Context: an optimization exercise on an open-source flow, tuned for small area, a short achievable clock period and few clock cycles per item. The choices shown serve that exercise and are no tape-out recipe.
At most, simulation tests tie the RTL to the original design; equivalence was not proved.
For runs 1 to 4, only the layout was checked, not whether the RTL still works.
No activity file was given, so power comes from the tool's default toggle rates.

==> design/flow/design.v <==
module fpadd (
    clk, reset, start,
    a, b,
    sum,
    done,
    nan
);
    input clk, reset, start;
    input [31:0] a, b;
    output [31:0] sum;
    output done;
    output nan;
    wire        sa = a[31], sb = b[31];
    wire [7:0]  ea = a[30:23], eb = b[30:23];
    wire [22:0] fa = a[22:0], fb = b[22:0];
    wire fa_z = (fa == 23'd0);
    wire fb_z = (fb == 23'd0);
    wire ea_0 = (ea == 8'd0), eb_0 = (eb == 8'd0);
    wire ea_1 = (ea == 8'hff), eb_1 = (eb == 8'hff);
    wire za = ea_0 & fa_z, zb = eb_0 & fb_z;    
    wire ia = ea_1 & fa_z, ib = eb_1 & fb_z;    
    wire na = ea_1 & ~fa_z, nb = eb_1 & ~fb_z;  
    wire is_nan = na | nb;
    wire special = za | zb | ia | ib;
    wire pick_b = za | (~zb & ~ia);
    wire [7:0] ep = ea ^ ~eb;
    wire [7:0] eg = ea & ~eb;
    wire e1_g = eg[1] | (ep[1] & eg[0]);
    wire e1_p = ep[1] & ep[0];
    wire e2_g = eg[3] | (ep[3] & eg[2]);
    wire e2_p = ep[3] & ep[2];
    wire e3_g = eg[5] | (ep[5] & eg[4]);
    wire e3_p = ep[5] & ep[4];
    wire e4_g = eg[7] | (ep[7] & eg[6]);
    wire e4_p = ep[7] & ep[6];
    wire e5_g = eg[2] | (ep[2] & e1_g);
    wire e5_p = ep[2] & e1_p;
    wire e6_g = e2_g | (e2_p & e1_g);
    wire e6_p = e2_p & e1_p;
    wire e7_g = eg[6] | (ep[6] & e3_g);
    wire e7_p = ep[6] & e3_p;
    wire e8_g = e4_g | (e4_p & e3_g);
    wire e8_p = e4_p & e3_p;
    wire e9_g = eg[4] | (ep[4] & e6_g);
    wire e9_p = ep[4] & e6_p;
    wire e10_g = e3_g | (e3_p & e6_g);
    wire e10_p = e3_p & e6_p;
    wire e11_g = e7_g | (e7_p & e6_g);
    wire e11_p = e7_p & e6_p;
    wire e12_g = e8_g | (e8_p & e6_g);
    wire e12_p = e8_p & e6_p;
    wire       ec = e12_g;
    wire       e_lt = ~ec;
    wire       e_eq = e12_p;
    wire [7:0] ecc = {e11_g | (e11_p & ec), e10_g | (e10_p & ec), e9_g | (e9_p & ec), e6_g | (e6_p & ec), e5_g | (e5_p & ec), e1_g | (e1_p & ec), eg[0] | (ep[0] & ec), ec};
    wire [7:0] d = ep ^ ecc ^ {8{e_lt}};
    wire        swap = special ? pick_b : e_lt;
    wire [23:0] mx = swap ? {1'b1, fb} : {1'b1, fa};
    wire [23:0] my = swap ? {1'b1, fa} : {1'b1, fb};
    wire [7:0]  ex = swap ? eb : ea;
    wire        sub = (sa ^ sb) & ~special;
    wire        sx0 = swap ? sb : sa;
    wire kill = special | (d[7:5] != 3'd0);
    wire [23:0] ys = kill ? 24'd0 : (my >> d[4:0]);
    wire [23:0] yo = ys ^ {24{sub}};
    wire [23:0] p = mx ^ yo;
    wire [23:0] g = mx & yo;
    wire        neg = sub & e_eq & (fb < fa);
    wire        sx = sx0 ^ neg;
    wire        cin = sub & ~neg;
    wire [23:0] pn = p ^ {24{neg}};
    wire pg13_g = g[0] | (p[0] & cin);
    wire pg14_g = g[2] | (p[2] & g[1]);
    wire pg14_p = p[2] & p[1];
    wire pg15_g = g[4] | (p[4] & g[3]);
    wire pg15_p = p[4] & p[3];
    wire pg16_g = g[6] | (p[6] & g[5]);
    wire pg16_p = p[6] & p[5];
    wire pg17_g = g[8] | (p[8] & g[7]);
    wire pg17_p = p[8] & p[7];
    wire pg18_g = g[10] | (p[10] & g[9]);
    wire pg18_p = p[10] & p[9];
    wire pg19_g = g[12] | (p[12] & g[11]);
    wire pg19_p = p[12] & p[11];
    wire pg20_g = g[14] | (p[14] & g[13]);
    wire pg20_p = p[14] & p[13];
    wire pg21_g = g[16] | (p[16] & g[15]);
    wire pg21_p = p[16] & p[15];
    wire pg22_g = g[18] | (p[18] & g[17]);
    wire pg22_p = p[18] & p[17];
    wire pg23_g = g[20] | (p[20] & g[19]);
    wire pg23_p = p[20] & p[19];
    wire pg24_g = g[22] | (p[22] & g[21]);
    wire pg24_p = p[22] & p[21];
    wire pg25_g = g[1] | (p[1] & pg13_g);
    wire pg26_g = pg14_g | (pg14_p & pg13_g);
    wire pg27_g = g[5] | (p[5] & pg15_g);
    wire pg27_p = p[5] & pg15_p;
    wire pg28_g = pg16_g | (pg16_p & pg15_g);
    wire pg28_p = pg16_p & pg15_p;
    wire pg29_g = g[9] | (p[9] & pg17_g);
    wire pg29_p = p[9] & pg17_p;
    wire pg30_g = pg18_g | (pg18_p & pg17_g);
    wire pg30_p = pg18_p & pg17_p;
    wire pg31_g = g[13] | (p[13] & pg19_g);
    wire pg31_p = p[13] & pg19_p;
    wire pg32_g = pg20_g | (pg20_p & pg19_g);
    wire pg32_p = pg20_p & pg19_p;
    wire pg33_g = g[17] | (p[17] & pg21_g);
    wire pg33_p = p[17] & pg21_p;
    wire pg34_g = pg22_g | (pg22_p & pg21_g);
    wire pg34_p = pg22_p & pg21_p;
    wire pg35_g = g[21] | (p[21] & pg23_g);
    wire pg35_p = p[21] & pg23_p;
    wire pg36_g = pg24_g | (pg24_p & pg23_g);
    wire pg36_p = pg24_p & pg23_p;
    wire pg37_g = g[3] | (p[3] & pg26_g);
    wire pg38_g = pg15_g | (pg15_p & pg26_g);
    wire pg39_g = pg27_g | (pg27_p & pg26_g);
    wire pg40_g = pg28_g | (pg28_p & pg26_g);
    wire pg41_g = g[11] | (p[11] & pg30_g);
    wire pg41_p = p[11] & pg30_p;
    wire pg42_g = pg19_g | (pg19_p & pg30_g);
    wire pg42_p = pg19_p & pg30_p;
    wire pg43_g = pg31_g | (pg31_p & pg30_g);
    wire pg43_p = pg31_p & pg30_p;
    wire pg44_g = pg32_g | (pg32_p & pg30_g);
    wire pg44_p = pg32_p & pg30_p;
    wire pg45_g = g[19] | (p[19] & pg34_g);
    wire pg45_p = p[19] & pg34_p;
    wire pg46_g = pg23_g | (pg23_p & pg34_g);
    wire pg46_p = pg23_p & pg34_p;
    wire pg47_g = pg35_g | (pg35_p & pg34_g);
    wire pg47_p = pg35_p & pg34_p;
    wire pg48_g = pg36_g | (pg36_p & pg34_g);
    wire pg48_p = pg36_p & pg34_p;
    wire pg49_g = g[7] | (p[7] & pg40_g);
    wire pg50_g = pg17_g | (pg17_p & pg40_g);
    wire pg51_g = pg29_g | (pg29_p & pg40_g);
    wire pg52_g = pg30_g | (pg30_p & pg40_g);
    wire pg53_g = pg41_g | (pg41_p & pg40_g);
    wire pg54_g = pg42_g | (pg42_p & pg40_g);
    wire pg55_g = pg43_g | (pg43_p & pg40_g);
    wire pg56_g = pg44_g | (pg44_p & pg40_g);
    wire pg57_g = g[23] | (p[23] & pg48_g);
    wire pg57_p = p[23] & pg48_p;
    wire pg58_g = g[15] | (p[15] & pg56_g);
    wire pg59_g = pg21_g | (pg21_p & pg56_g);
    wire pg60_g = pg33_g | (pg33_p & pg56_g);
    wire pg61_g = pg34_g | (pg34_p & pg56_g);
    wire pg62_g = pg45_g | (pg45_p & pg56_g);
    wire pg63_g = pg46_g | (pg46_p & pg56_g);
    wire pg64_g = pg47_g | (pg47_p & pg56_g);
    wire pg65_g = pg48_g | (pg48_p & pg56_g);
    wire pg66_g = pg57_g | (pg57_p & pg56_g);
    wire [24:0] c = {pg66_g, pg65_g, pg64_g, pg63_g, pg62_g, pg61_g, pg60_g, pg59_g, pg58_g, pg56_g, pg55_g, pg54_g, pg53_g, pg52_g, pg51_g, pg50_g, pg49_g, pg40_g, pg39_g, pg38_g, pg37_g, pg26_g, pg25_g, pg13_g, cin};
    wire [24:0] r = {c[24] & ~sub, pn ^ c[23:0]};
    reg [24:0] r_q;
    reg [7:0]  e_q;      
    reg        s_q;
    reg        nan_q;
    reg        done_q;
    always @(posedge clk) begin
        if (start) begin
            r_q   <= r;
            e_q   <= ex + 8'd1;
            s_q   <= sx;
            nan_q <= is_nan;
        end
        if (reset)
            done_q <= 1'b0;
        else if (start)
            done_q <= 1'b1;
    end
    reg [4:0] lz;
    integer i;
    always @(*) begin
        lz = 5'd25;
        for (i = 0; i < 25; i = i + 1)
            if (r_q[i]) lz = 5'd24 - i;
    end
    wire [4:0]  k = nan_q ? 5'd24 : lz;
    wire [24:0] rn = r_q << k;
    wire        zero = ~rn[24] | nan_q;
    wire [7:0]  en = e_q - {3'd0, k};
    assign sum  = {{9{~zero}} & {s_q, en}, rn[23:1]};
    assign nan  = nan_q;
    assign done = done_q;
endmodule
==> design/flow/flow/run.sh <==
#!/bin/bash
# Standard layout with extra ORFS settings: BUFFER_PORTS_ARGS="-buffer_cell sky130_fd_sc_hd__buf_1"
set -euo pipefail
bash standard.sh BUFFER_PORTS_ARGS="-buffer_cell sky130_fd_sc_hd__buf_1" finish > standard_flow.log 2>&1
==> design/flow/standard.sh <==
#!/bin/bash
# synth_recipe.tcl (not shown) runs the flow's synth.tcl, then flattens the netlist and writes it again
# the make line also repeats each setting of config.mk as NAME=value (left out here)
make -C /OpenROAD-flow-scripts/flow DESIGN_CONFIG=/design/flow/config.mk WORK_HOME=/design/flow/orfs CLKGATE_MAP_FILE= SYNTH_SCRIPT=/design/flow/synth_recipe.tcl "${@:-finish}"
==> design/flow/config.mk <==
export PLATFORM = sky130hd
export DESIGN_NAME = fpadd
export DESIGN_NICKNAME = fpadd
export VERILOG_FILES = /design/flow/design.v
export SDC_FILE = /design/flow/constraint.sdc
export NUM_CORES = 4
export LEC_CHECK = 0
export ABC_AREA = 1
export CAP_MARGIN = 20
export CORE_MARGIN = 2
export CORE_UTILIZATION = 60
export CTS_BUF_LIST = sky130_fd_sc_hd__clkbuf_4 sky130_fd_sc_hd__clkbuf_8
export SETUP_SLACK_MARGIN = 5
export SLEW_MARGIN = 20
==> design/flow/constraint.sdc <==
create_clock -name core_clock -period 13.0 [get_ports {clk}]
set_input_delay 2.6000 -clock core_clock [delete_from_list [all_inputs] [get_ports {clk}]]
set_output_delay 2.6000 -clock core_clock [all_outputs]
set_load 0.01 [all_outputs]
==> results of run 1 <==
==> sequential cells by signal, indices dropped and copies added, names as in the netlist <==
signal  cells
e_q         8
s_q         1
r_q        25
done_q      1
nan_q       1
==> final cells by class <==
class,instances,area [µm²],area share
inverters,156,591.8,0.07362
repair buffers,106,421.7,0.05245
clock inverters,3,37.54,0.004669
flip-flops and latches,36,1071,0.1332
clock buffers,5,68.82,0.008560
repair inverters,1,5.005,0.0006226
multi-input cells,1025,5633,0.7007
well taps,168,210.2,0.02615
==> cell usage in the layout (no fill, tap or decap), types with 6 or more instances in the layout <==
cell        n
buf_1      99
a21oi_1    35
o211ai_1   29
ha_1       59
nand2_2    11
buf_4       6
xnor2_1    14
nor2_1     84
xor2_1     57
nand2_1   386
o21ai_1    23
nor4_1     13
o21ai_0    92
nand3_1   127
nand4_1    21
inv_1     146
nor3_1     13
edfxtp_1   35
inv_2       6
==> what timing repair did <==
item,in CTS,in global routing
gates resized for setup,0,2
setup endpoints to repair,0,15
setup buffers,0,0
hold buffers,0,0
==> how the worst min path moves through the flow <==
stage	start	endpoint	slack [ns]	depth (start not counted)
after CTS	done_q	done_q	0.48	2
final	done_q	done_q	0.47	2
after detailed placement	done_q	done_q	0.46	2
after global routing	done_q	done_q	0.51	2
after floorplan	done_q	done_q	0.50	2
after global placement	done_q	done_q	0.45	2
==> where the power goes <==
part | internal (µW) | leakage, µW | total [µW] | switching [µW]
clock network | 55.9 | 0.0000532 | 96.6 | 40.7
registers | 184 | 0.000350 | 218 | 33.8
logic | 267 | 0.00342 | 780 | 513
==> cells in the mapped netlist, types with 6 or more instances <==
cell type / number
a21oi_1: 36
buf_2: 13
clkbuf_1: 26
edfxtp_1: 35
ha_1: 60
inv_1: 147
inv_2: 6
nand2_1: 386
nand2_2: 11
nand3_1: 127
nand4_1: 21
nor2_1: 85
nor3_1: 14
nor4_1: 13
o211ai_1: 29
o21ai_0: 92
o21ai_1: 23
xnor2_1: 14
xor2_1: 57
==> metal layers <==
| metal | share of wire | wire length (µm) | global-route usage |
|---|---|---|---|
| met5 | 0 | 0 | 0 |
| met3 | 0.047 | 1029 | 0.01883 |
| met1 | 0.44 | 9605 | 0.4240 |
| met4 | 0.043 | 940 | 0.1500 |
| met2 | 0.47 | 10230 | 0.5598 |
==> metrics by stage <==
step | utilization | cell area (µm²) | setup slack [ns] | hold WS [ns] | total power [µW]
after floorplan | - | 7523 | 6.458 | 0.5028 | 814.6
after global placement | 0.6540 | 7921 | 5.306 | 0.4526 | 974.0
after detailed placement | 0.6540 | 7921 | 5.186 | 0.4582 | 987.2
after CTS | 0.6628 | 8028 | 5.498 | 0.4756 | 1086
after global routing | 0.6637 | 8039 | 5.122 | 0.5053 | 1211
final | 0.6637 | 8039 | 5.655 | 0.4734 | 1095
==> logic make-up (layout without fill, tap and decap cells) <==
logic type      count (synthesis)  count (layout)  share of synthesized area
compound gates                209             209                     0.1645
xor+xnor                       72              72                    0.08482
fa+ha+maj                      61              61                     0.1024
buf+inv                       206             271                     0.1108
flops                          36              36                     0.1424
mux                             5               5                   0.006653
simple gates                  678             678                     0.3885
==> worst reg2reg max path: cells and delay by family (launching register included) <==
family        cells  cell delay (ns)
simple gates      2             0.15
flops             1             0.31
==> run notes, run 1 <==
Status: timing/DRC/antenna clean
Ys flop type: edfxtp_1
CTS Buf Count: 5
Worst-Skew Late Latency: 0.29 ns
Worst vdd ir: 98.54 µV
Critical path type: primary input to register
CTS root buffer: clkbuf_8
Clock period minus worst slack: 7.345 ns
Syn_nets: 1395
Core area: 12110 µm²
EDFF count, synth: 35
Maxcap violations: 0
CP Depth: 29
Final setup vio count: 0
Vias in the first global route: 7409
Layout cell share with drive strength beyond 1: 0.04429
Largest net degree at the start of global routing: 92
Synth area leader: nand2_1
Final ANT Viol Nets: 0
DR pass1 iterations: 5
Final Cycle Share: 0.5650
Buf/Inv on CP: 4
GPL Wtd Cong: 1.039
Hpwl dp: 17920 µm
First-pass GRT wire length: 35220 µm
Total number of vias: 8453
Clk_skew: 0 ns
Residual DRC: 0
1st-iter DRT viols: 721
Sum Neg Setup Slack: 0 ns
Max FO, Critical Path: 22
Slew @ Worst Pin: 0.9350 ns
Critical Path End Type: register
Non-Filler Instances: 1500
Gr usage total: 0.3268
Final Hold Viols: 0
Cell mode on critical path: nand2_1
Reg clk slew, reported paths: 0.08 ns
R2R setup slack: 12.44 ns
Area share of the largest cell type after synthesis: 0.1926
#FFs+latches synth: 36
Relative slew slack: 0.3767
WP data arrival: 7.40 ns
CTS tree: done
Min-Delay Path Class: register to register
Initial antenna violation count: 0
Nets: 1459
Total gr overflow: 0
Post-synthesis sequential area ratio: 0.1424
Chip height: 116.0 µm
CP delay by family, top: simple AND/OR/NAND/NOR gates
Slew Limit Fails: 0
Dpl cells: 1491
Post-synth cell types: 54
Synth Cell Area: 7523 µm²
Slowest CP cell: ha_2
FILL cells: 1263
Ant diodes: 0
Longest Clk Path Bufs: 2
Peak Freq: 136.1 MHz
RSZ-0062 raised after global routing: false
Top cells by area, synth: nand2_1 19%, edfxtp_1 14%, ha_1 10%
I/O pin cnt: 101
Final WL: 21810 µm
Layout area overhead: 6.852%
Site row count: 40
Reg2reg end: done_q
Synth async-reset ratio: 0
FF-to-FF Start: done_q
Via density: 5.635
CTS Sinks: 36
CP Launch Type: primary input
Worst Reg2Reg Path Length in Cells: 2
Horiz. Die Dim: 116.0 µm
Syn Area/Cell: 5.938 µm²
P per Cell Area: 136.2 nW/µm²
Synth Warn #: 1
Routed len/inst: 14.54 µm
Die area: 13450 µm²
Cells after Synth: 1267
Critical path origin: b[23]
Static leakage: 0.003820 µW
CP Capture Point: r_q[20]
Worst path required time: 13.05 ns
Initial Util: 0.6212
Crit path largest cell delay: 0.59 ns
Port bufs: 100
H-tree levels: 2
==> inputs of run 2 (changes only) <==
==> design/flow/flow/run.sh (replaced) <==
#!/bin/bash
# The standard layout (the standard.sh, unchanged synthesis), with
# sky130_fd_sc_hd__buf_1 port buffers; timing repair aims at a setup margin of
# 6 ns up to clock tree synthesis and 5 ns after global routing.
# Each make run's full output goes to its own log in the work folder.
set -euo pipefail
PB='BUFFER_PORTS_ARGS=-buffer_cell sky130_fd_sc_hd__buf_1'
bash standard.sh "$PB" SETUP_SLACK_MARGIN=6  cts > flow_to_cts.log 2>&1
bash standard.sh "$PB" SETUP_SLACK_MARGIN=5  finish > flow_finish.log 2>&1
==> run notes, run 2 <==
H-tree levels: 2
Hpwl dp: 17920 µm
Static leakage: 0.003870 µW
Max FO, Critical Path: 12
FF+latch area: 1071 µm²
Worst path required time: 13.05 ns
First-pass GRT wire length: 36400 µm
EDFF count, synth: 35
WP data arrival: 7.17 ns
Ant diodes: 0
Count leader, synth: nand2_1
Synth area leader: nand2_1
Final ANT Viol Nets: 0
Synth async-reset ratio: 0
DR pass1 iterations: 6
Critical path type: primary input to register
Routed len/inst: 14.90 µm
CTS root buffer: clkbuf_8
CTS Buf Count: 5
Hold buffer count at CTS: 0
CP delay by family, top: simple AND/OR/NAND/NOR gates
Cells after Synth: 1267
Syn Area/Cell: 5.938 µm²
Hold_ws: 0.4733 ns
Critical Path End Type: register
Relative slew slack: 0.3871
Buf/Inv on CP: 3
Final WL: 22470 µm
Core area: 12110 µm²
Synth Cell Area: 7523 µm²
Site row count: 40
Layout area overhead: 8.714%
Area share of the largest cell type after synthesis: 0.1926
Final Cycle Share: 0.5474
Final setup vio count: 0
Vias in the first global route: 7628
Nets: 1467
Biggest registers after layout: r_q (25), e_q (8)
Max FFs per register: 25
Most flop-heavy register: r_q
RSZ-0062 raised after global routing: false
Initial antenna violation count: 0
Residual DRC: 0
I/O pin cnt: 101
CTS tree: done
R2R setup slack: 12.44 ns
Die area: 13450 µm²
Most frequent cells in the layout: 385 x nand2_1, 145 x inv_1, 127 x nand3_1
Initial Util: 0.6212
Slew @ Worst Pin: 0.9194 ns
Horiz. Die Dim: 116.0 µm
Via density: 5.651
Top cells by area, synth: nand2_1 19%, edfxtp_1 14%, ha_1 10%
Largest net degree at the start of global routing: 48
1st-iter DRT viols: 724
Cell mode on critical path: nand2_1
Final Hold Viols: 0
Synth Warn #: 1
Final instance area: 8179 µm²
CTS Sinks: 36
Min-Delay Path Class: register to register
Area after DPL: 7921 µm²
CP Launch Type: primary input
Slew Limit Fails: 0
#FFs+latches synth: 36
Total Power: 1115 µW
Peak Freq: 140.5 MHz
Worst-Skew Late Latency: 0.29 ns
GPL Wtd Cong: 1.039
Most common cell after layout, fill and taps aside: nand2_1
Layout cell share with drive strength beyond 1: 0.05299
Status: timing/DRC/antenna clean
Post-layout util: 0.6753
Clk_skew: 0 ns
Chip height: 116.0 µm
Slowest CP cell: ha_1
Total number of vias: 8522
P per Cell Area: 136.3 nW/µm²
FILL cells: 1247
Post-synth top cells: 386 x nand2_1, 147 x inv_1, 127 x nand3_1
Crit path largest cell delay: 0.34 ns
Post-synthesis sequential area ratio: 0.1424
Longest Clk Path Bufs: 2
Sum Neg Setup Slack: 0 ns
Total gr overflow: 0
Clock period minus worst slack: 7.116 ns
Maxcap violations: 0
Ys flop type: edfxtp_1
Gr usage total: 0.3377
Port bufs: 100
Syn_nets: 1395
Reg clk slew, reported paths: 0.08 ns
Area of the multi-input gates: 5732 µm²
Post-synth cell types: 54
Worst vdd ir: 95.86 µV
## run 2: cell counts after synthesis
No cell type changed its count.
## run 2: cells by family (layout without fill, tap and decap cells)
| kind of cell | after synthesis | in the layout | share of synthesized area |
|---|---|---|---|
| XOR/XNOR | 72 | 72 | 0.08482 |
| AO/OA/AOI/OAI | 209 | 209 | 0.1645 |
| buffers and inverters | 206 | 276 | 0.1108 |
| flip-flops | 36 | 36 | 0.1424 |
| adder cells (fa/ha/maj) | 61 | 61 | 0.1024 |
| AND/OR/NAND/NOR | 678 | 681 | 0.3885 |
| multiplexers | 5 | 5 | 0.006653 |
## run 2: per-stage QoR
stage          instances  setup slack, ns
6_report            1508            5.884
5_1_grt             1508            5.435
4_1_cts             1508            6.019
3_5_place_dp        1491            5.186
3_3_place_gp        1491            5.306
2_1_floorplan       1267            6.458
## run 2: power by group
group          switching, µW  internal [µW]
logic                    525            275
registers               33.4            184
clock network           40.7           55.9
total                    599            515
## run 2: layer usage
layer / track usage / part of all wire / wire length [µm] / vias to the layer above
met2: 0.5801 / 0.47 / 10530 / 318
met3: 0.02667 / 0.059 / 1326 / 54
met4: 0.1460 / 0.041 / 930 / 0
met5: 0 / 0 / 0 / -
met1: 0.4359 / 0.43 / 9683 / 3798
li1: - / - / - / 4352
## run 2: final cells by class
class,count,share of cell area
multi-input cells,1028,0.7008
flip-flops and latches,36,0.1309
clock inverters,3,0.004589
repair inverters,2,0.001530
clock buffers,5,0.008414
repair buffers,110,0.05522
inverters,156,0.07282
well taps,168,0.02570
## run 2: what timing repair did
item | 4_1_cts | 5_1_grt
buffers inserted | 4 | 0
resized for setup | 14 | 0
endpoints found under the setup margin | 21 | 0
## run 2: worst paths after layout
kind,to,cells past startpoint,startpoint
setup / recovery,r_q[20],32,b[28]
hold / removal,done_q,2,done_q
setup reg to reg,done_q,2,done_q
hold reg to reg,done_q,2,done_q
## run 2: worst register-to-register path: stages (launching register included)
cell and delay [ns]:
dfxtp_1 0.31, nor2_1 0.10, nor2_1 0.05
==> inputs of run 3 (changes only) <==
==> design/flow/flow/run.sh (replaced) <==
#!/bin/bash
# The standard layout (the standard.sh, unchanged synthesis), with
# sky130_fd_sc_hd__buf_1 port buffers; timing repair aims at a setup margin of
# 7 ns up to clock tree synthesis and 5 ns after global routing.
# Each make run's full output goes to its own log in the work folder.
set -euo pipefail
PB='BUFFER_PORTS_ARGS=-buffer_cell sky130_fd_sc_hd__buf_1'
bash standard.sh "$PB" SETUP_SLACK_MARGIN=7  cts > flow_to_cts.log 2>&1
bash standard.sh "$PB" SETUP_SLACK_MARGIN=5  finish > flow_finish.log 2>&1
==> run notes, run 3 <==
Status: timing/DRC/antenna clean
Synth Warn #: 1
Site row count: 40
Syn_nets: 1395
Longest Clk Path Bufs: 2
EDFF count, synth: 35
Post-synth cell types: 54
Initial Util: 0.6212
Largest net degree at the start of global routing: 46
Residual DRC: 0
Dpl cells: 1491
CTS Sinks: 36
Post-synth top cells: 386 x nand2_1, 147 x inv_1, 127 x nand3_1
Total gr overflow: 0
DR pass1 iterations: 6
Synth Cell Area: 7523 µm²
H-tree levels: 2
Max FFs per register: 25
Slowest CP cell: nand4_1
Clock period minus worst slack: 6.801 ns
Slew @ Worst Pin: 0.9620 ns
Clk pwr share: 0.070
Synth async-reset ratio: 0
Via density: 5.807
P per Cell Area: 136.0 nW/µm²
Min-Delay Path Class: register to register
Logic pwr share: 0.749
Final setup vio count: 0
CTS tree: done
Reg clk slew, reported paths: 0.08 ns
Syn Area/Cell: 5.938 µm²
I/O pin cnt: 101
Vias in the first global route: 8297
Post-synthesis sequential area ratio: 0.1424
Max layer used: met4
Static leakage: 0.004152 µW
Area share of the largest cell type after synthesis: 0.1926
Worst-Skew Late Latency: 0.29 ns
Non-Filler Instances: 1551
Routed wire length on met3: 1903 µm
Total number of vias: 9006
Routed len/inst: 15.65 µm
CP Launch Type: primary input
Final Hold Viols: 0
WP data arrival: 6.86 ns
Ant diodes: 0
FILL cells: 1082
Cell mode on critical path: nand2_1
Final WL: 24270 µm
Core area: 12110 µm²
Max FO, Critical Path: 7
CTS Buf Count: 5
Synth area leader: nand2_1
Critical path type: primary input to register
Net switching power: 650.9 µW
Crit path largest cell delay: 0.29 ns
Final Cycle Share: 0.5231
1st-iter DRT viols: 963
Routed wire length on met2: 11170 µm
Chip height: 116.0 µm
Sequential power share: 0.182
CTS root buffer: clkbuf_8
Layout area overhead: 17.91%
Final ANT Viol Nets: 0
GPL Wtd Cong: 0.9813
Relative slew slack: 0.3586
#FFs+latches synth: 36
Most frequent cells in the layout: 368 x nand2_1, 142 x inv_1, 125 x nand3_1
Hpwl dp: 17630 µm
Maxcap violations: 0
Die area: 13450 µm²
Cells after Synth: 1267
Top cells by area, synth: nand2_1 19%, edfxtp_1 14%, ha_1 10%
Horiz. Die Dim: 116.0 µm
Port bufs: 100
Most common cell after layout, fill and taps aside: nand2_1
Hold buffer count at CTS: 0
DRT met1 WL: 9744 µm
Power Internal: 555.8 µW
Sum Neg Setup Slack: 0 ns
Count leader, synth: nand2_1
RSZ-0062 raised after global routing: false
Worst vdd ir: 85.00 µV
Gr usage total: 0.3664
Initial antenna violation count: 0
Nets: 1510
Worst path required time: 13.06 ns
Sw Share: 0.5394
Slew Limit Fails: 0
Peak Freq: 147.0 MHz
Clk_skew: 0 ns
Most flop-heavy register: r_q
Critical Path End Type: register
Biggest registers after layout: r_q (25), e_q (8)
Layout cell share with drive strength beyond 1: 0.1251
Ys flop type: edfxtp_1
First-pass GRT wire length: 39440 µm
-- run 3: area by class of cell --
| class | instances | area (µm²) | share of cell area |
|---|---|---|---|
| clock inverters | 1 | 5.005 | 0.0005642 |
| repair inverters | 3 | 17.52 | 0.001975 |
| repair buffers | 146 | 772.0 | 0.08702 |
| inverters | 156 | 624.3 | 0.07038 |
| multi-input cells | 1034 | 6087 | 0.6862 |
| clock buffers | 7 | 83.83 | 0.009450 |
| well taps | 168 | 210.2 | 0.02370 |
| flip-flops and latches | 36 | 1071 | 0.1207 |
-- run 3: critical path: cells and delay by family --
family / cells / cell delay, ns
AND/OR/NAND/NOR: 22 / 2.36
AO/OA/AOI/OAI: 5 / 0.85
multiplexers: 2 / 0.40
buffers and inverters: 3 / 0.37
adder cells (fa/ha/maj): 1 / 0.25
-- run 3: final timing paths --
kind	from	endpoint	slack (ns)	cells past startpoint
setup / recovery	b[16]	r_q[22]	6.20	33
hold reg to reg	done_q	done_q	0.48	2
setup reg to reg	done_q	done_q	12.43	2
hold / removal	done_q	done_q	0.48	2
-- run 3: cells by family (layout without fill, tap and decap cells) --
| family | count (synthesis) | after routing | synth area share |
|---|---|---|---|
| simple gates | 678 | 687 | 0.3885 |
| flops | 36 | 36 | 0.1424 |
| xor+xnor | 72 | 72 | 0.08482 |
| mux | 5 | 5 | 0.006653 |
| buf+inv | 206 | 313 | 0.1108 |
| compound gates | 209 | 209 | 0.1645 |
| fa+ha+maj | 61 | 61 | 0.1024 |
-- run 3: routing by layer --
| layer | global-route usage | vias up |
|---|---|---|
| met1 | 0.4496 | 4022 |
| li1 | - | 4439 |
| met2 | 0.6207 | 438 |
| met5 | 0 | - |
| met4 | 0.2040 | 0 |
| met3 | 0.04864 | 107 |
-- run 3: power by group through the flow --
stage / clock, µW / sequential, µW / combinational (µW)
after floorplan: 0 / 206 / 616
after global placement: 0 / 218 / 765
after detailed placement: 0 / 219 / 773
after CTS: 85.5 / 217 / 877
after global routing: 88.9 / 223 / 1010
final: 84.0 / 219 / 903
-- run 3: metrics by stage --
stage	hold slack, ns	utilization	worst slack [ns]	area, µm²	power [µW]
after floorplan	0.5028	-	6.582	7601	821.7
final	0.4780	0.7324	6.199	8871	1207
after CTS	0.4815	0.7324	6.430	8871	1180
after global routing	0.5252	0.7324	5.771	8871	1320
after detailed placement	0.4665	0.6604	5.221	7999	992.3
after global placement	0.4521	0.6604	5.286	7999	982.3
-- run 3: timing repair --
item	in CTS	in global routing
resized for setup	110	0
setup endpoints to repair	53	0
buffers inserted	40	0
==> inputs of run 4 (changes only) <==
==> design/flow/flow/run.sh (replaced) <==
#!/bin/bash
# The standard layout (the standard.sh, unchanged synthesis), with
# sky130_fd_sc_hd__buf_1 port buffers; timing repair aims at a setup margin of
# 6 ns up to clock tree synthesis and 5.7 ns after global routing.
# Each make run's full output goes to its own log in the work folder.
set -euo pipefail
PB='BUFFER_PORTS_ARGS=-buffer_cell sky130_fd_sc_hd__buf_1'
bash standard.sh "$PB" SETUP_SLACK_MARGIN=6  cts > flow_to_cts.log 2>&1
bash standard.sh "$PB" SETUP_SLACK_MARGIN=5.7  finish > flow_finish.log 2>&1
==> run notes, run 4 <==
Slew @ Worst Pin: 0.9306 ns
Most common cell after layout, fill and taps aside: nand2_1
Synth async-reset ratio: 0
CTS Sinks: 36
Post-synth cell types: 54
Site row count: 40
Residual DRC: 0
Biggest registers after layout: r_q (25), e_q (8)
Ant diodes: 0
Horiz. Die Dim: 116.0 µm
Top cells by area, synth: nand2_1 19%, edfxtp_1 14%, ha_1 10%
Initial antenna violation count: 0
Synth Cell Area: 7523 µm²
Max FO, Critical Path: 10
Final setup vio count: 0
Most flop-heavy register: r_q
Crit path largest cell delay: 0.34 ns
RSZ-0062 raised after global routing: false
Vias in the first global route: 7628
Status: timing/DRC/antenna clean
Chip height: 116.0 µm
Most frequent cells in the layout: 382 x nand2_1, 145 x inv_1, 127 x nand3_1
Total Power: 1129 µW
DR pass1 iterations: 6
Hpwl dp: 17920 µm
Final Hold Viols: 0
I/O pin cnt: 101
Critical path type: primary input to register
Count leader, synth: nand2_1
CP Launch Type: primary input
Min-delay src: done_q
Cells after Synth: 1267
Synth area leader: nand2_1
Relative slew slack: 0.3796
Nets: 1474
H-tree levels: 2
Slew Limit Fails: 0
#FFs+latches synth: 36
CTS root buffer: clkbuf_8
CTS Buf Count: 5
1st-iter DRT viols: 754
Cell mode on critical path: nand2_1
Area share of the largest cell type after synthesis: 0.1926
Largest net degree at the start of global routing: 48
R2R setup slack: 12.44 ns
FF-to-FF Start: done_q
Hold path depth: 2
Routed len/inst: 15.18 µm
Maxcap violations: 0
Clock period minus worst slack: 6.999 ns
Max FFs per register: 25
Total number of vias: 8668
Reg clk slew, reported paths: 0.08 ns
P per Cell Area: 135.8 nW/µm²
CTS tree: done
Hold buffer count at CTS: 0
Ys flop type: edfxtp_1
Post-synth top cells: 386 x nand2_1, 147 x inv_1, 127 x nand3_1
First-pass GRT wire length: 36400 µm
Die area: 13450 µm²
GPL Wtd Cong: 1.039
Post-synthesis sequential area ratio: 0.1424
Longest Clk Path Bufs: 2
Worst-Skew Late Latency: 0.29 ns
Total gr overflow: 0
EDFF count, synth: 35
WP data arrival: 7.06 ns
Syn_nets: 1395
Min-Delay Path Class: register to register
Critical Path End Type: register
Hold Path End: done_q
Critical path origin: a[24]
Final WL: 23010 µm
Synth Warn #: 1
Worst path required time: 13.06 ns
Peak Freq: 142.9 MHz
Worst vdd ir: 95.50 µV
Initial Util: 0.6212
Sum Neg Setup Slack: 0 ns
Via density: 5.721
Reg2reg end: done_q
Port bufs: 100
Final Cycle Share: 0.5384
Layout area overhead: 10.48%
Core area: 12110 µm²
Final ANT Viol Nets: 0
Worst Reg2Reg Path Length in Cells: 2
Clk_skew: 0 ns
Gr usage total: 0.3377
Syn Area/Cell: 5.938 µm²
Layout cell share with drive strength beyond 1: 0.06682
Slowest CP cell: ha_1
Static leakage: 0.003923 µW
run 4: cell families after synthesis:
logic type,share of synthesized area
mux,0.006653
xor+xnor,0.08482
buf+inv,0.1108
fa+ha+maj,0.1024
flops,0.1424
compound gates,0.1645
simple gates,0.3885
run 4: what timing repair did:
| action | in CTS | in global routing |
|---|---|---|
| resized for setup | 14 | 23 |
| pin swaps | 3 | 4 |
| setup endpoints to repair | 21 | 18 |
| gates cloned | 5 | 2 |
| buffers inserted | 4 | 5 |
| endpoints found under the hold margin | 0 | 0 |
run 4: report_power, final:
part / internal (µW) / switching, µW
logic: 282 / 533
registers: 184 / 32.8
clock network: 55.9 / 40.6
run 4: worst max path at each step:
stage,cells past startpoint,end
2_1_floorplan,38,r_q[17]
3_3_place_gp,25,r_q[21]
3_5_place_dp,30,r_q[20]
4_1_cts,38,r_q[20]
5_1_grt,35,r_q[20]
6_report,31,r_q[20]
run 4: area by class of cell:
type,count,area (µm²)
Timing Repair Buffer,115,493.0
Multi-Input combinational cell,1030,5818
Inverter,156,600.6
Sequential cell,36,1071
Clock buffer,5,68.82
Timing Repair inverter,2,12.51
Tap cell,168,210.2
Clock inverter,3,37.54
Fill cell,1219,3800
run 4: per-layer routing:
layer  vias to the layer above  share of wire  GRT usage
li1                       4370              -          -
met1                      3869           0.42     0.4359
met2                       364           0.47     0.5801
met3                        65          0.069    0.02667
met4                         0          0.043     0.1460
met5                         -              0          0
run 4: metrics by stage:
stage	instance area (µm²)	utilization	setup slack, ns	hold WS [ns]	instances
5_1_grt	8312	0.6863	5.669	0.5051	1515
3_5_place_dp	7921	0.6540	5.186	0.4582	1491
2_1_floorplan	7523	-	6.458	0.5028	1267
4_1_cts	8179	0.6753	6.019	0.4756	1508
3_3_place_gp	7921	0.6540	5.306	0.4526	1491
6_report	8312	0.6863	6.001	0.4732	1515
run 4: critical path, delay by kind of cell:
family / cells / cell delay, ns
muxes: 1 / 0.15
and+or+nand+nor: 17 / 1.96
buffers and inverters: 3 / 0.44
adders and majority gates: 2 / 0.61
AOI/OAI and AO/OA: 7 / 1.10
xor gates and xnor gates: 1 / 0.17
==> inputs of run 5 (changes only) <==
--- a/design/flow/design.v
+++ b/design/flow/design.v
@@ -62,14 +62,14 @@
     wire        sx0 = swap ? sb : sa;
     wire kill = special | (d[7:5] != 3'd0);
     wire [23:0] ys = kill ? 24'd0 : (my >> d[4:0]);
-    wire [23:0] yo = ys ^ {24{sub}};
-    wire [23:0] p = mx ^ yo;
-    wire [23:0] g = mx & yo;
     wire        neg = sub & e_eq & (fb < fa);
     wire        sx = sx0 ^ neg;
-    wire        cin = sub & ~neg;
-    wire [23:0] pn = p ^ {24{neg}};
-    wire pg13_g = g[0] | (p[0] & cin);
+    wire        cpl = sub & ~neg;
+    wire [23:0] xi = mx ^ {24{sub}};
+    wire [23:0] p = xi ^ ys;
+    wire [23:0] g = xi & ys;
+    wire [23:0] pn = p ^ {24{cpl}};
+    wire pg13_g = g[0] | (p[0] & neg);
     wire pg14_g = g[2] | (p[2] & g[1]);
     wire pg14_p = p[2] & p[1];
     wire pg15_g = g[4] | (p[4] & g[3]);
@@ -153,7 +153,7 @@
     wire pg64_g = pg47_g | (pg47_p & pg56_g);
     wire pg65_g = pg48_g | (pg48_p & pg56_g);
     wire pg66_g = pg57_g | (pg57_p & pg56_g);
-    wire [24:0] c = {pg66_g, pg65_g, pg64_g, pg63_g, pg62_g, pg61_g, pg60_g, pg59_g, pg58_g, pg56_g, pg55_g, pg54_g, pg53_g, pg52_g, pg51_g, pg50_g, pg49_g, pg40_g, pg39_g, pg38_g, pg37_g, pg26_g, pg25_g, pg13_g, cin};
+    wire [24:0] c = {pg66_g, pg65_g, pg64_g, pg63_g, pg62_g, pg61_g, pg60_g, pg59_g, pg58_g, pg56_g, pg55_g, pg54_g, pg53_g, pg52_g, pg51_g, pg50_g, pg49_g, pg40_g, pg39_g, pg38_g, pg37_g, pg26_g, pg25_g, pg13_g, neg};
     wire [24:0] r = {c[24] & ~sub, pn ^ c[23:0]};
     reg [24:0] r_q;
     reg [7:0]  e_q;      
@@ -172,18 +172,20 @@
         else if (start)
             done_q <= 1'b1;
     end
+    wire [24:0] m = r_q;
+    wire        s_o = s_q;
     reg [4:0] lz;
     integer i;
     always @(*) begin
         lz = 5'd25;
         for (i = 0; i < 25; i = i + 1)
-            if (r_q[i]) lz = 5'd24 - i;
+            if (m[i]) lz = 5'd24 - i;
     end
     wire [4:0]  k = nan_q ? 5'd24 : lz;
-    wire [24:0] rn = r_q << k;
+    wire [24:0] rn = m << k;
     wire        zero = ~rn[24] | nan_q;
     wire [7:0]  en = e_q - {3'd0, k};
-    assign sum  = {{9{~zero}} & {s_q, en}, rn[23:1]};
+    assign sum  = {{9{~zero}} & {s_o, en}, rn[23:1]};
     assign nan  = nan_q;
     assign done = done_q;
 endmodule
==> design/flow/flow/run.sh (replaced) <==
#!/bin/bash
# The standard layout (the standard.sh, unchanged synthesis), with
# sky130_fd_sc_hd__buf_1 port buffers; timing repair aims at a setup margin of
# 6 ns up to clock tree synthesis and 5 ns after global routing.
# Each make run's full output goes to its own log in the work folder.
set -euo pipefail
PB='BUFFER_PORTS_ARGS=-buffer_cell sky130_fd_sc_hd__buf_1'
bash standard.sh "$PB" SETUP_SLACK_MARGIN=6  cts > flow_to_cts.log 2>&1
bash standard.sh "$PB" SETUP_SLACK_MARGIN=5  finish > flow_finish.log 2>&1
--- a/design/flow/config.mk
+++ b/design/flow/config.mk
@@ -9,6 +9,8 @@
 export CAP_MARGIN = 20
 export CORE_MARGIN = 2
 export CORE_UTILIZATION = 60
-export CTS_BUF_LIST = sky130_fd_sc_hd__clkbuf_4 sky130_fd_sc_hd__clkbuf_8
+export CTS_BUF_LIST = sky130_fd_sc_hd__clkbuf_8
+export CTS_CLUSTER_DIAMETER = 500
+export CTS_CLUSTER_SIZE = 50
 export SETUP_SLACK_MARGIN = 5
 export SLEW_MARGIN = 20
==> run notes, run 5 <==
CTS tree: done
Status: timing/DRC/antenna clean
Min-Delay Path Class: register to register
Non-Filler Instances: 1436
#FFs+latches synth: 36
Max layer used: met4
CP Launch Type: primary input
Gr usage total: 0.3106
Ys flop type: edfxtp_1
Count leader, synth: nand2_1
Final Hold Viols: 0
Post-layout util: 0.6645
Most flop-heavy register: r_q
DR pass1 iterations: 5
Die area: 13220 µm²
Hold Path End: done_q
Site row count: 40
Via density: 5.591
WP data arrival: 7.17 ns
Vias in the first global route: 7196
Routed wire length on met3: 894 µm
Nets: 1417
Critical Path End Type: register
Hold_ws: 0.4840 ns
Horiz. Die Dim: 115.0 µm
Initial antenna violation count: 0
Cells after Synth: 1225
RSZ-0062 raised after global routing: false
Cell mode on critical path: nor2_1
Largest net degree at the start of global routing: 46
Worst Reg2Reg Path Length in Cells: 2
Final ANT Viol Nets: 0
Final WL: 19930 µm
Most common cell after layout, fill and taps aside: nand2_1
CTS Sinks: 36
1st-iter DRT viols: 691
Peak Freq: 140.5 MHz
Max FFs per register: 25
Longest Clk Path Bufs: 2
Clock period minus worst slack: 7.116 ns
Hpwl dp: 16040 µm
Sum Neg Setup Slack: 0 ns
Slowest CP cell: ha_1
Slew @ Worst Pin: 0.9464 ns
Core area: 12010 µm²
CTS root buffer: clkbuf_8
Worst-Skew Late Latency: 0.30 ns
Dpl cells: 1427
Syn_nets: 1354
I/O pin cnt: 101
Max FO, Critical Path: 41
Relative slew slack: 0.3690
Total gr overflow: 0
Ant diodes: 0
DRT met1 WL: 9015 µm
Post-synthesis sequential area ratio: 0.1449
EDFF count, synth: 35
Layout area overhead: 7.990%
Worst vdd ir: 57.58 µV
Maxcap violations: 0
Post-synth top cells: 357 x nand2_1, 123 x inv_1, 106 x nand3_1
Routed len/inst: 13.88 µm
Initial Util: 0.6153
Port bufs: 100
Reg clk slew, reported paths: 0.09 ns
P per Cell Area: 131.0 nW/µm²
Crit path largest cell delay: 0.33 ns
Worst path required time: 13.06 ns
Synth Warn #: 1
R2R setup slack: 12.43 ns
Synth Cell Area: 7391 µm²
Top cells by area, synth: nand2_1 18%, edfxtp_1 14%, ha_1 10%
Reg2reg end: done_q
Slew Limit Fails: 0
CTS Buf Count: 5
GPL Wtd Cong: 0.9697
Syn Area/Cell: 6.033 µm²
H-tree levels: 2
First-pass GRT wire length: 33380 µm
Hold buffer count at CTS: 0
Chip height: 115.0 µm
Routed wire length on met2: 9516 µm
Hold path depth: 2
Final Cycle Share: 0.5474
Post-synth cell types: 56
Area share of the largest cell type after synthesis: 0.1813
Total Power: 1046 µW
Total number of vias: 8028
Synth area leader: nand2_1
Clk_skew: 0 ns
Synth async-reset ratio: 0
Critical path type: primary input to register
FF-to-FF Start: done_q
Most frequent cells in the layout: 356 x nand2_1, 123 x inv_1, 106 x nand3_1
Static leakage: 0.003886 µW
Min-delay src: done_q
Layout cell share with drive strength beyond 1: 0.04888
Biggest registers after layout: r_q (25), e_q (8)
Residual DRC: 0
Final setup vio count: 0
[run 5: cell count changes in the layout (fill, tap and decap cells not counted), sizes merged, moves of 12 or more]
cell	change
nand3	-22
nor2	+17
inv	-20
xor2	+17
nand2	-32
o211ai	-12
[run 5: worst max-delay path by stage]
stage               start  endpoint  slack [ns]  cells after the start
finish              b[28]   r_q[24]        5.88                     31
global route        b[24]   r_q[24]        5.32                     34
CTS                 b[28]   r_q[24]        6.00                     31
detailed placement  b[24]   r_q[24]        5.02                     34
global placement    b[24]   r_q[24]        5.11                     34
floorplan           b[24]   r_q[24]        6.50                     32
[run 5: where the power goes]
part | switching [µW] | internal [µW]
Sequential | 29.1 | 183
Combinational | 474 | 257
Clock | 45.1 | 57.8
Total | 548 | 497
[run 5: area by class of cell]
cell class | instances | area, µm²
Sequential cell | 36 | 1071
Inverter | 131 | 494.2
Multi-Input combinational cell | 1007 | 5650
Clock inverter | 3 | 46.29
Timing Repair Buffer | 107 | 466.7
Tap cell | 147 | 183.9
Clock buffer | 5 | 68.82
Fill cell | 1173 | 4030
[run 5: what timing repair did]
action / CTS / global route
buffers inserted: 0 / 0
gates resized for setup: 15 / 0
setup endpoints to repair: 22 / 0
[run 5: stage by stage]
| stage | instance area (µm²) | setup slack [ns] |
|---|---|---|
| 2_1_floorplan | 7391 | 6.502 |
| 3_3_place_gp | 7771 | 5.109 |
| 3_5_place_dp | 7771 | 5.024 |
| 4_1_cts | 7981 | 6.001 |
| 5_1_grt | 7981 | 5.322 |
| 6_report | 7981 | 5.884 |
[run 5: worst max-delay path: cells and delay by family]
family / cells / cell delay, ns
compound gates: 10 / 1.64
simple gates: 15 / 1.71
fa+ha+maj: 2 / 0.63
buf+inv: 4 / 0.57
[run 5: routing by layer]
metal / up-vias / track usage
li1: 4195 / -
met1: 3545 / 0.4003
met2: 254 / 0.5478
met3: 34 / 0.02636
met4: 0 / 0.1036
met5: - / 0
[run 5: cells by family (layout without fill, tap and decap cells)]
family / after synthesis / in the layout / synth area share
xor gates and xnor gates: 81 / 81 / 0.09700
AOI/OAI and AO/OA: 220 / 220 / 0.1715
adders and majority gates: 62 / 62 / 0.1060
muxes: 10 / 10 / 0.01354
buffers and inverters: 182 / 246 / 0.09785
DFF: 36 / 36 / 0.1449
and+or+nand+nor: 634 / 634 / 0.3692
Testbench counts of run 5, summed over its fixed seeds: cycles 48,000, items 24,000.
==> inputs of run 6 (changes only) <==
--- a/design/flow/config.mk
+++ b/design/flow/config.mk
@@ -9,8 +9,6 @@
 export CAP_MARGIN = 20
 export CORE_MARGIN = 2
 export CORE_UTILIZATION = 60
-export CTS_BUF_LIST = sky130_fd_sc_hd__clkbuf_8
-export CTS_CLUSTER_DIAMETER = 500
-export CTS_CLUSTER_SIZE = 50
+export CTS_BUF_LIST = sky130_fd_sc_hd__clkbuf_4 sky130_fd_sc_hd__clkbuf_8
 export SETUP_SLACK_MARGIN = 5
 export SLEW_MARGIN = 20
==> run notes, run 6 <==
Chip height: 115.0 µm
Syn Area/Cell: 6.033 µm²
Critical path type: primary input to register
Final Cycle Share: 0.5474
Max FO, Critical Path: 41
Horiz. Die Dim: 115.0 µm
R2R setup slack: 12.43 ns
Peak Freq: 140.5 MHz
Worst path required time: 13.06 ns
Sum Neg Setup Slack: 0 ns
Biggest registers after layout: r_q (25), e_q (8)
GPL Wtd Cong: 0.9697
Final instance area: 7981 µm²
CTS tree: done
CP Launch Type: primary input
Reg2reg end: done_q
Hold path depth: 2
DR pass1 iterations: 5
P per Cell Area: 131.0 nW/µm²
Final ANT Viol Nets: 0
EDFF count, synth: 35
Die area: 13220 µm²
Layout cell share with drive strength beyond 1: 0.04888
Critical Path End Type: register
Largest net degree at the start of global routing: 46
CTS Buf Count: 5
Port bufs: 100
Clk_skew: 0 ns
Routed len/inst: 13.88 µm
Initial antenna violation count: 0
FF-to-FF Start: done_q
Min-delay src: done_q
Longest Clk Path Bufs: 2
Hpwl dp: 16040 µm
Synth Cell Area: 7391 µm²
Total gr overflow: 0
Max FFs per register: 25
Ys flop type: edfxtp_1
Crit path largest cell delay: 0.33 ns
Hold Path End: done_q
Count leader, synth: nand2_1
Residual DRC: 0
H-tree levels: 2
Synth area leader: nand2_1
Worst-Skew Late Latency: 0.30 ns
RSZ-0062 raised after global routing: false
Initial Util: 0.6153
Slowest CP cell: ha_1
Via density: 5.591
Post-synth top cells: 357 x nand2_1, 123 x inv_1, 106 x nand3_1
Synth Warn #: 1
Worst vdd ir: 57.58 µV
Syn_nets: 1354
Post-synthesis sequential area ratio: 0.1449
Post-synth cell types: 56
Core area: 12010 µm²
Min-Delay Path Class: register to register
First-pass GRT wire length: 33380 µm
Worst Reg2Reg Path Length in Cells: 2
Layout area overhead: 7.990%
Cells after Synth: 1225
#FFs+latches synth: 36
Final setup vio count: 0
CTS root buffer: clkbuf_8
Hold_ws: 0.4840 ns
Slew @ Worst Pin: 0.9464 ns
Total setup buffers inserted after CTS: 0
1st-iter DRT viols: 691
Reg clk slew, reported paths: 0.09 ns
Static leakage: 0.003886 µW
Total number of vias: 8028
CTS Sinks: 36
Status: timing/DRC/antenna clean
Gr usage total: 0.3106
Clock period minus worst slack: 7.116 ns
Area after DPL: 7771 µm²
Slew Limit Fails: 0
Area share of the largest cell type after synthesis: 0.1813
Vias in the first global route: 7196
Maxcap violations: 0
I/O pin cnt: 101
Final Hold Viols: 0
Most flop-heavy register: r_q
Final WL: 19930 µm
Most frequent cells in the layout: 356 x nand2_1, 123 x inv_1, 106 x nand3_1
Synth async-reset ratio: 0
Top cells by area, synth: nand2_1 18%, edfxtp_1 14%, ha_1 10%
Most common cell after layout, fill and taps aside: nand2_1
Nets: 1417
Site row count: 40
Ant diodes: 0
WP data arrival: 7.17 ns
Relative slew slack: 0.3690
Cell mode on critical path: nor2_1
==> run 6: power breakdown <==
| part | internal [µW] | switching [µW] | leakage, µW | total [µW] |
|---|---|---|---|---|
| logic | 257 | 474 | 0.00348 | 731 |
| clock network | 57.8 | 45.1 | 0.0000548 | 103 |
| registers | 183 | 29.1 | 0.000350 | 212 |
| total | 497 | 548 | 0.00389 | 1050 |
==> run 6: layer usage <==
metal / vias up / global-route usage / part of all wire
li1: 4195 / - / -
met1: 3545 / 0.4003 / 0.45
met2: 254 / 0.5478 / 0.48
met3: 34 / 0.02636 / 0.045
met4: 0 / 0.1036 / 0.025
met5: - / 0 / 0
==> run 6: cell families (layout without fill, tap and decap cells) <==
| family | Yosys count | after routing | synth area share |
|---|---|---|---|
| AOI/OAI and AO/OA | 220 | 220 | 0.1715 |
| xor gates and xnor gates | 81 | 81 | 0.09700 |
| adders and majority gates | 62 | 62 | 0.1060 |
| buffers and inverters | 182 | 246 | 0.09785 |
| DFF | 36 | 36 | 0.1449 |
| muxes | 10 | 10 | 0.01354 |
| and+or+nand+nor | 634 | 634 | 0.3692 |
==> run 6: critical path, delay by kind of cell <==
kind	cells	cell delay, ns
AOI/OAI and AO/OA	10	1.64
adders and majority gates	2	0.63
buffers and inverters	4	0.57
and+or+nand+nor	15	1.71
==> run 6: layout make-up <==
| cell class | instances | area [µm²] |
|---|---|---|
| inverters | 131 | 494.2 |
| multi-input cells | 1007 | 5650 |
| fillers | 1173 | 4030 |
| clock inverters | 3 | 46.29 |
| flip-flops and latches | 36 | 1071 |
| clock buffers | 5 | 68.82 |
| well taps | 147 | 183.9 |
| repair buffers | 107 | 466.7 |
==> run 6: through the flow <==
| step | instances | util | worst slack (ns) | total power [µW] |
|---|---|---|---|---|
| 6_report | 1436 | 0.6645 | 5.884 | 1046 |
| 5_1_grt | 1436 | 0.6645 | 5.322 | 1162 |
| 4_1_cts | 1436 | 0.6645 | 6.001 | 1041 |
| 3_5_place_dp | 1427 | 0.6470 | 5.024 | 925.7 |
| 3_3_place_gp | 1427 | 0.6470 | 5.109 | 916.9 |
| 2_1_floorplan | 1225 | - | 6.502 | 772.0 |
==> run 6: how the worst max path moves through the flow <==
stage	from	endpoint	depth (start not counted)	slack (ns)
floorplan	b[24]	r_q[24]	32	6.50
global placement	b[24]	r_q[24]	34	5.11
detailed placement	b[24]	r_q[24]	34	5.02
CTS	b[28]	r_q[24]	31	6.00
global route	b[24]	r_q[24]	34	5.32
finish	b[28]	r_q[24]	31	5.88
==> run 6: repair_timing <==
item	in CTS	in global routing
resized for setup	15	0
hold buffers	0	0
endpoints found under the setup margin	22	0
==> inputs of run 7 (changes only) <==
==> design/flow/flow/run.sh (replaced) <==
#!/bin/bash
# The standard layout (the standard.sh, unchanged synthesis), with
# sky130_fd_sc_hd__buf_1 port buffers; timing repair aims at a setup margin of
# 7 ns up to clock tree synthesis and 5 ns after global routing.
# Each make run's full output goes to its own log in the work folder.
set -euo pipefail
PB='BUFFER_PORTS_ARGS=-buffer_cell sky130_fd_sc_hd__buf_1'
bash standard.sh "$PB" SETUP_SLACK_MARGIN=7  cts > flow_to_cts.log 2>&1
bash standard.sh "$PB" SETUP_SLACK_MARGIN=5  finish > flow_finish.log 2>&1
==> run notes, run 7 <==
Status: timing/DRC/antenna clean
Final WL: 22720 µm
Largest family of logic cells by synthesized area: simple AND/OR/NAND/NOR gates
Synth async-reset ratio: 0
Final Hold Viols: 0
Maxcap violations: 0
Fraction of synthesized area in multiplexers: 0.01354
Max FFs per register: 25
Layout cell share with drive strength beyond 1: 0.1588
DR pass1 iterations: 5
Clock period minus worst slack: 6.642 ns
R2R setup slack: 12.43 ns
Worst Reg2Reg Path Length in Cells: 2
P per Cell Area: 130.6 nW/µm²
Most frequent cells in the layout: 340 x nand2_1, 112 x inv_1, 103 x nand3_1
Sw Share: 0.5133
Nets: 1488
Reg2reg end: done_q
Max FO, Critical Path: 7
Relative slew slack: 0.3506
Clk pwr share: 0.086
Worst-Skew Late Latency: 0.30 ns
Peak Freq: 150.5 MHz
Horiz. Die Dim: 115.0 µm
I/O pin cnt: 101
GPL Wtd Cong: 0.9036
Largest net degree at the start of global routing: 41
Synth Cell Area: 7391 µm²
CTS tree: done
Clk_skew: 0 ns
Synth Warn #: 1
Longest Clk Path Bufs: 2
Residual DRC: 0
Cells after Synth: 1225
Final Cycle Share: 0.5110
EDFF count, synth: 35
Post-synth top cells: 357 x nand2_1, 123 x inv_1, 106 x nand3_1
Syn_nets: 1354
Biggest registers after layout: r_q (25), e_q (8)
Post-synthesis sequential area ratio: 0.1449
FF+latch area: 1071 µm²
Crit path largest cell delay: 0.32 ns
Area share of the largest cell type after synthesis: 0.1813
Critical path type: primary input to register
Vias in the first global route: 7847
CP Launch Type: primary input
FF-to-FF Start: done_q
CTS Sinks: 36
Gr usage total: 0.3493
FILL cells: 1000
Total gr overflow: 0
Reg clk slew, reported paths: 0.09 ns
Critical Path End Type: register
Power Internal: 581.2 µW
Worst vdd ir: 73.95 µV
Layout area overhead: 23.72%
Net switching power: 613.0 µW
Syn Area/Cell: 6.033 µm²
Hold path depth: 2
Die area: 13220 µm²
Post-synth cell types: 56
Critical path origin: a[24]
Min-Delay Path Class: register to register
Sum Neg Setup Slack: 0 ns
RSZ-0062 raised after global routing: false
Min-delay src: done_q
Initial antenna violation count: 0
Area of the multi-input gates: 6120 µm²
Site row count: 40
Top cells by area, synth: nand2_1 18%, edfxtp_1 14%, ha_1 10%
Slowest CP cell: a211oi_1
CTS Buf Count: 5
WP data arrival: 6.71 ns
Slew @ Worst Pin: 0.9741 ns
Ant diodes: 0
Static leakage: 0.004415 µW
Ys flop type: edfxtp_1
#FFs+latches synth: 36
Most common cell after layout, fill and taps aside: nand2_1
Total number of vias: 8589
Simple-Gate Fraction of Synth Area: 0.3692
First-pass GRT wire length: 37500 µm
Port bufs: 100
Post-Synth Adder-Cell Area: 0.1060
Total Power: 1194 µW
Logic pwr share: 0.734
Worst path required time: 13.07 ns
Core area: 12010 µm²
1st-iter DRT viols: 676
CTS root buffer: clkbuf_8
Slew Limit Fails: 0
Post-Synth XOR/XNOR Area: 0.09700
Synth area leader: nand2_1
Final ANT Viol Nets: 0
H-tree levels: 2
Compound-gate portion of the synthesized area: 0.1715
Chip height: 115.0 µm
Hpwl dp: 15910 µm
Cell mode on critical path: nand2_1
Hold Path End: done_q
Via density: 5.699
Final setup vio count: 0
Initial Util: 0.6153
Most flop-heavy register: r_q
Routed len/inst: 15.07 µm
Count leader, synth: nand2_1
Sequential power share: 0.180
run 7: cell types whose count changed in the layout (fill, tap and decap cells not counted), moves of 6 or more:
cell	delta
nand2_1	-16
nand2_4	+6
nand2_2	+10
a21oi_1	-9
inv_1	-11
o21ai_1	+8
ha_1	-9
o21ai_0	-23
buf_4	+57
a21oi_2	+8
o21ai_2	+15
ha_4	+9
run 7: final cells by class:
class / count / share of cell area
clock inverters: 3 / 0.005063
multi-input cells: 1010 / 0.6693
inverters: 131 / 0.05624
clock buffers: 5 / 0.007526
well taps: 147 / 0.02011
repair buffers: 173 / 0.1233
flip-flops and latches: 36 / 0.1171
repair inverters: 2 / 0.001368
run 7: layer usage:
layer	GRT usage	up-vias	share of wire
met4	0.1157	0	0.032
met5	0	-	0
li1	-	4350	-
met3	0.03268	41	0.057
met2	0.6196	346	0.48
met1	0.4458	3852	0.43
run 7: per-stage QoR:
stage	setup slack, ns	instances	hold WS [ns]	cell area (µm²)	util
2_1_floorplan	6.678	1225	0.5028	7559	-
4_1_cts	6.617	1507	0.4822	9144	0.7613
3_3_place_gp	5.128	1427	0.4508	7900	0.6577
6_report	6.358	1507	0.4845	9144	0.7613
5_1_grt	6.000	1507	0.5188	9144	0.7613
3_5_place_dp	5.096	1427	0.4641	7900	0.6577
run 7: how the worst max path moves through the flow:
stage | endpoint | cells past startpoint
after floorplan | r_q[24] | 32
after global placement | r_q[24] | 30
after detailed placement | r_q[24] | 30
after CTS | r_q[22] | 38
after global routing | r_q[22] | 30
final | r_q[23] | 32
run 7: critical path: cells and delay by family:
| kind | cells | cell delay (ns) |
|---|---|---|
| AND/OR/NAND/NOR | 17 | 1.85 |
| AO/OA/AOI/OAI | 8 | 1.25 |
| buffers and inverters | 5 | 0.55 |
| adder cells (fa/ha/maj) | 2 | 0.47 |
run 7: kinds of logic (layout without fill, tap and decap cells):
family,Yosys count,after routing
adders and majority gates,62,62
AOI/OAI and AO/OA,220,220
buffers and inverters,182,314
muxes,10,10
DFF,36,36
xor gates and xnor gates,81,81
and+or+nand+nor,634,637
run 7: repair_timing:
item | in CTS | in global routing
endpoints found under the setup margin | 30 | 0
hold buffers | 0 | 0
hold endpoints to repair | 0 | 0
gates resized for setup | 122 | 0
setup buffers | 62 | 0
run 7: power groups by stage:
stage	clock [µW]	sequential, µW	combinational [µW]
2_1_floorplan	0	204	584
3_3_place_gp	0	215	716
3_5_place_dp	0	216	722
4_1_cts	104	214	853
5_1_grt	107	220	976
6_report	103	215	877
==> inputs of run 8 (changes only) <==
==> design/flow/flow/run.sh (replaced) <==
#!/bin/bash
# The standard layout (the standard.sh, unchanged synthesis), with
# sky130_fd_sc_hd__buf_1 port buffers; timing repair aims at a setup margin of
# 6.5 ns up to clock tree synthesis and 5 ns after global routing.
# Each make run's full output goes to its own log in the work folder.
set -euo pipefail
PB='BUFFER_PORTS_ARGS=-buffer_cell sky130_fd_sc_hd__buf_1'
bash standard.sh "$PB" SETUP_SLACK_MARGIN=6.5  cts > flow_to_cts.log 2>&1
bash standard.sh "$PB" SETUP_SLACK_MARGIN=5  finish > flow_finish.log 2>&1
--- a/design/flow/config.mk
+++ b/design/flow/config.mk
@@ -10,5 +10,6 @@
 export CORE_MARGIN = 2
 export CORE_UTILIZATION = 60
 export CTS_BUF_LIST = sky130_fd_sc_hd__clkbuf_4 sky130_fd_sc_hd__clkbuf_8
+export PLACE_DENSITY = 0.75
 export SETUP_SLACK_MARGIN = 5
 export SLEW_MARGIN = 20
==> run notes, run 8 <==
GR peak layer: met2
Cells after Synth: 1225
Worst vdd ir: 73.92 µV
Slew @ Worst Pin: 0.9014 ns
Status: timing/DRC/antenna clean
Clk_skew: 0 ns
Min-delay src: done_q
Non-Filler Instances: 1476
Ant diodes: 0
Count leader, synth: nand2_1
Sum Neg Setup Slack: 0 ns
Ys flop type: edfxtp_1
Slew Limit Fails: 0
Die area: 13220 µm²
Synth area leader: nand2_1
Syn Area/Cell: 6.033 µm²
GPL Wtd Cong: 1.009
Top cells by area, synth: nand2_1 18%, edfxtp_1 14%, ha_1 10%
Gr usage total: 0.3323
Logic pwr share: 0.718
Critical Path End Type: register
Synth Cell Area: 7391 µm²
Horiz. Die Dim: 115.0 µm
Setup ws final: 6.244 ns
FILL cells: 1120
Sw Share: 0.5194
CTS Sinks: 36
Syn_nets: 1354
Max FO, Critical Path: 7
Cell mode on critical path: nand2_1
Biggest registers after layout: r_q (25), e_q (8)
Routed len/inst: 14.70 µm
Layout cell share with drive strength beyond 1: 0.1053
Peak Freq: 148.0 MHz
Port bufs: 100
Synth Warn #: 1
Clock period minus worst slack: 6.756 ns
Met3 Use GR: 0.03110
Layout area overhead: 15.68%
Post-synthesis sequential area ratio: 0.1449
Sequential power share: 0.190
Hold buffer count at CTS: 0
Post-layout util: 0.7118
EDFF count, synth: 35
Largest net degree at the start of global routing: 46
Hpwl dp: 16090 µm
CP Launch Type: primary input
Final WL: 21700 µm
Final Hold Viols: 0
Vias in the first global route: 7700
Critical path type: primary input to register
DR pass1 iterations: 5
Via density: 5.764
Pre-CTS WS: 4.781 ns
Reg2reg end: done_q
Clk pwr share: 0.092
Chip height: 115.0 µm
Min-Delay Path Class: register to register
Worst-Skew Late Latency: 0.31 ns
Total gr overflow: 0
Final Cycle Share: 0.5197
R2R setup slack: 12.44 ns
Area of the multi-input gates: 5873 µm²
Worst path required time: 13.08 ns
WP data arrival: 6.84 ns
Static leakage: 0.004130 µW
Core area: 12010 µm²
Crit path largest cell delay: 0.34 ns
Most frequent cells in the layout: 355 x nand2_1, 117 x inv_1, 105 x nand3_1
CTS root buffer: clkbuf_8
Max FFs per register: 25
Hold path depth: 2
CTS tree: done
P per Cell Area: 131.3 nW/µm²
Total Power: 1123 µW
H-tree levels: 2
#FFs+latches synth: 36
Most flop-heavy register: r_q
Power Internal: 539.4 µW
Final ANT Viol Nets: 0
Site row count: 40
FF+latch area: 1071 µm²
Residual DRC: 0
Dpl cells: 1427
Initial Util: 0.6153
Relative slew slack: 0.3991
Area share of the largest cell type after synthesis: 0.1813
Met2 usage: 0.5788
RSZ-0062 raised after global routing: false
Maxcap violations: 0
Worst Reg2Reg Path Length in Cells: 2
Net switching power: 583.1 µW
Longest Clk Path Bufs: 2
Initial antenna violation count: 0
GR Layer Usage met1: 0.4283
Hold Path End: done_q
CTS Buf Count: 5
Slowest CP cell: nor3_4
First-pass GRT wire length: 35840 µm
Total number of vias: 8508
FF-to-FF Start: done_q
Post-synth cell types: 56
Reg clk slew, reported paths: 0.08 ns
Final setup vio count: 0
Most common cell after layout, fill and taps aside: nand2_1
Post-synth top cells: 357 x nand2_1, 123 x inv_1, 106 x nand3_1
I/O pin cnt: 101
1st-iter DRT viols: 796
Nets: 1457
Synth async-reset ratio: 0
run 8: worst max-delay path by stage:
| stage | end | slack [ns] | startpoint | cells past startpoint |
|---|---|---|---|---|
| 2_1_floorplan | r_q[24] | 6.50 | b[24] | 32 |
| 3_3_place_gp | r_q[24] | 4.88 | b[24] | 34 |
| 3_5_place_dp | r_q[24] | 4.78 | b[24] | 34 |
| 4_1_cts | r_q[21] | 6.52 | b[24] | 29 |
| 5_1_grt | r_q[9] | 5.94 | b[28] | 30 |
| 6_report | r_q[21] | 6.24 | b[28] | 31 |
run 8: area by class of cell:
cell class / instances / area share
Multi-Input combinational cell: 1010 / 0.6870
Inverter: 131 / 0.05986
Timing Repair Buffer: 142 / 0.09191
Tap cell: 147 / 0.02151
Sequential cell: 36 / 0.1253
Clock buffer: 5 / 0.008049
Timing Repair inverter: 2 / 0.001463
Clock inverter: 3 / 0.004976
run 8: repair_timing:
item	CTS	global route
setup buffers	33	0
endpoints found under the setup margin	27	0
gates resized for setup	78	0
run 8: logic make-up (layout without fill, tap and decap cells):
logic type	after synthesis	count (layout)	share of synthesized area
and+or+nand+nor	634	637	0.3692
buffers and inverters	182	283	0.09785
adders and majority gates	62	62	0.1060
AOI/OAI and AO/OA	220	220	0.1715
muxes	10	10	0.01354
DFF	36	36	0.1449
xor gates and xnor gates	81	81	0.09700
run 8: power by group through the flow:
stage                     Clock, µW  Sequential, µW  Combinational (µW)
after floorplan                   0             204                 568
after global placement            0             214                 704
after detailed placement          0             215                 711
after CTS                       104             212                 790
after global routing            108             217                 907
final                           103             213                 806
run 8: metrics by stage:
stage          cell area [µm²]  hold WS, ns
2_1_floorplan             7391       0.5028
3_3_place_gp              7771       0.4519
3_5_place_dp              7771       0.4664
4_1_cts                   8549       0.4862
5_1_grt                   8549       0.4916
6_report                  8549       0.4772
run 8: metal layers:
layer	wire length, µm	up-vias
li1	-	4277
met1	9520	3842
met2	10210	344
met3	1270	45
met4	704	0
met5	0	-
run 8: critical path, delay by kind of cell:
kind	cells	cell delay [ns]
and+or+nand+nor	18	1.79
AOI/OAI and AO/OA	6	1.18
adders and majority gates	2	0.50
buffers and inverters	4	0.48
xor gates and xnor gates	1	0.24

separate check: timing with driven ports:
The flow's constraints put no driver on any port. The routed layouts listed below were extracted and timed again, unchanged, in two steps. Step 1, drivers: a clkbuf_16 drives clk and a buf_2 each remaining input, both assumed. Step 2, shift: input delay + t, output delay - t, t = (earliest + latest rising clock arrival at the registers) / 2. This alone moves slack from input paths to output paths. Three values: no drivers, after step 1, after step 2; two values: the first two.
run | shift t [ns] | slack for setup (ns) | worst setup path after step 2
run 1 | 0.317 | 5.655 / 5.660 / 5.343 | input to register
run 2 | 0.316 | 5.884 / 5.893 / 5.577 | input to register
run 3 | 0.326 | 6.199 / 6.184 / 5.858 | input to register
run 4 | 0.318 | 6.001 / 6.008 / 5.690 | input to register
run 5 | 0.327 | 5.884 / 5.896 / 5.569 | input to register
run 6 | 0.327 | 5.884 / 5.896 / 5.569 | input to register
run 7 | 0.333 | 6.358 / 6.337 / 6.004 | input to register
run 8 | 0.349 | 6.244 / 6.264 / 5.915 | input to register
After both steps every run listed still meets setup and hold. For run 7, which loses most, drivers alone change the setup slack by -0.021 ns; drivers and shift together by -0.354 ns.
